This is an optimization exercise on Yosys and OpenROAD, whose aim is small area and a short achievable clock period, not a production implementation.
Power and IR drop assume default switching activity.

## lab4
module lab4(Dout, Din, clk, reset);
output  [17:0]  Dout;
input   [7:0]   Din;
input           clk, reset;
reg [7:0] r0, r1, r2, r3, r4, r5, r6, r7, r8, r9, r10;
reg [16:0] s;
wire nrst;
invm u_nrst (.a(reset), .y(nrst));
wire [7:0] nDin;
invm u_nd0 (.a(Din[0]), .y(nDin[0]));
invm u_nd1 (.a(Din[1]), .y(nDin[1]));
invm u_nd2 (.a(Din[2]), .y(nDin[2]));
invm u_nd3 (.a(Din[3]), .y(nDin[3]));
invm u_nd4 (.a(Din[4]), .y(nDin[4]));
invm u_nd5 (.a(Din[5]), .y(nDin[5]));
invm u_nd6 (.a(Din[6]), .y(nDin[6]));
invm u_nd7 (.a(Din[7]), .y(nDin[7]));
wire pas1, pac2;
ha upas1 (.a(r1[0]), .b(r7[0]), .s(pas1), .co(pac2));
wire pas3, pac4;
fa upas3 (.a(r1[1]), .b(r7[1]), .c(pac2), .s(pas3), .co(pac4));
wire pas5, pac6;
fa upas5 (.a(r1[2]), .b(r7[2]), .c(pac4), .s(pas5), .co(pac6));
wire pas7, pac8;
fa upas7 (.a(r1[3]), .b(r7[3]), .c(pac6), .s(pas7), .co(pac8));
wire pas9, pac10;
fa upas9 (.a(r1[4]), .b(r7[4]), .c(pac8), .s(pas9), .co(pac10));
wire pas11, pac12;
fa upas11 (.a(r1[5]), .b(r7[5]), .c(pac10), .s(pas11), .co(pac12));
wire pas13, pac14;
fa upas13 (.a(r1[6]), .b(r7[6]), .c(pac12), .s(pas13), .co(pac14));
wire pas15, pac16;
fa upas15 (.a(r1[7]), .b(r7[7]), .c(pac14), .s(pas15), .co(pac16));
wire pbs17, pbc18;
xnor2m upbs17 (.a(r2[0]), .b(r6[0]), .y(pbs17));
or2m upbc18 (.a(r2[0]), .b(r6[0]), .y(pbc18));
wire pbs19, pbc20;
fa upbs19 (.a(r2[1]), .b(r6[1]), .c(pbc18), .s(pbs19), .co(pbc20));
wire pbs21, pbc22;
fa upbs21 (.a(r2[2]), .b(r6[2]), .c(pbc20), .s(pbs21), .co(pbc22));
wire pbs23, pbc24;
fa upbs23 (.a(r2[3]), .b(r6[3]), .c(pbc22), .s(pbs23), .co(pbc24));
wire pbs25, pbc26;
fa upbs25 (.a(r2[4]), .b(r6[4]), .c(pbc24), .s(pbs25), .co(pbc26));
wire pbs27, pbc28;
fa upbs27 (.a(r2[5]), .b(r6[5]), .c(pbc26), .s(pbs27), .co(pbc28));
wire pbs29, pbc30;
fa upbs29 (.a(r2[6]), .b(r6[6]), .c(pbc28), .s(pbs29), .co(pbc30));
wire pbs31, pbc32;
fa upbs31 (.a(r2[7]), .b(r6[7]), .c(pbc30), .s(pbs31), .co(pbc32));
wire pcs33, pcc34;
ha upcs33 (.a(r3[0]), .b(r5[0]), .s(pcs33), .co(pcc34));
wire pcs35, pcc36;
  ...
Size: roughly 540 cells after synthesis, roughly 110 flip-flops, about 28 I/O pins, about 0.0070 mm² of cells after synthesis.
clock: 13.0 ns
lec_check: 0
cap_margin: 20
core_margin: 2
core_utilization: 40
cts_buf_list: sky130_fd_sc_hd__clkbuf_8
slew_margin: 20
synth_hierarchical: 1
synth_minimum_keep_size: 0
standard.sh (not shown) runs the stock make flow with config.mk's settings and CLKGATE_MAP_FILE= SYNTH_SCRIPT=/design/flow/synth_recipe.tcl, a recipe that flattens the netlist after the stock synthesis.
==> flow/flow/run.sh <==
#!/bin/bash
# The standard layout (standard.sh) with two changes to the resizer's
# settings: the port buffers are plain buffers (BUF) instead of the delay-cell
# footprint-mates buffer_ports picks by default, and repair_timing aims for a
# setup slack margin of MARGIN ns.
set -euo pipefail
MARGIN=4.5
BUF=sky130_fd_sc_hd__buf_2
export BUFFER_PORTS_ARGS="-buffer_cell $BUF"
sed -e "s/\"\${@:-finish}\"/SETUP_SLACK_MARGIN=$MARGIN \"\${@:-finish}\"/" standard.sh > standard_margin.sh
grep -q "SETUP_SLACK_MARGIN=$MARGIN" standard_margin.sh
bash standard_margin.sh > standard.log 2>&1
The starting point finished with timing, DRC and antenna clean.
Edit:
--- a/flow/flow/run.sh
+++ b/flow/flow/run.sh
@@ -7 +7 @@
-MARGIN=4.5
+MARGIN=5
Settings changed: ABC_AREA set to 1.
The changed run completed without violations.
Power came out higher by 5.6%.
Hold slack stays flat.
Synthesized area came out higher by 5.0%.
Edit:
Settings changed: ABC_AREA 1 to not set.
After rerunning:
- sequential power stays flat
- routed wire length decreases by 10%
- die area is lower by 4.6%
- worst setup slack loses 0.36 ns
- clock power hardly moves
- utilization barely changes
- design area came out lower by 4.5%
- maximum frequency drops by 4.7%
- global-route usage fell by 0.24 points
- worst hold slack barely changes
- first-iteration DRC count went down by 22%
No run of this note included a check of the RTL's function; only the layout flow was run.

## re-timing with driven ports
Ports are ideal in the flow. The routed layouts listed here were re-timed in OpenROAD. Step 1 (the two cells are an assumption about what drives the block):
set clk [get_ports {clk}]
set_driving_cell -lib_cell sky130_fd_sc_hd__clkbuf_16 $clk
set_driving_cell -lib_cell sky130_fd_sc_hd__buf_2 [delete_from_list [all_inputs] $clk]
Step 2, shift: input delay + t, output delay - t, t = (earliest + latest rising clock arrival at the registers) / 2. This alone moves slack from input paths to output paths. a / b / c = no drivers / after step 1 / after step 2; a / b = the first two.
run	t, ns	slack for setup (ns)	worst setup path after step 2	clock arrival spread, ns	worst slew at a driven data input, ns
the first run	0.417	5.257 / 5.234 / 5.234	input to output	0.015 / 0.015	0.03
the second run	0.413	5.621 / 5.600 / 5.501	input to register	0.009 / 0.009	0.03
the third run	0.417	5.257 / 5.234 / 5.234	input to output	0.015 / 0.015	0.03
After both steps setup and hold are still met in every run listed. For the second run, which loses most, drivers alone change the setup slack by -0.021 ns; drivers and shift together by -0.120 ns.
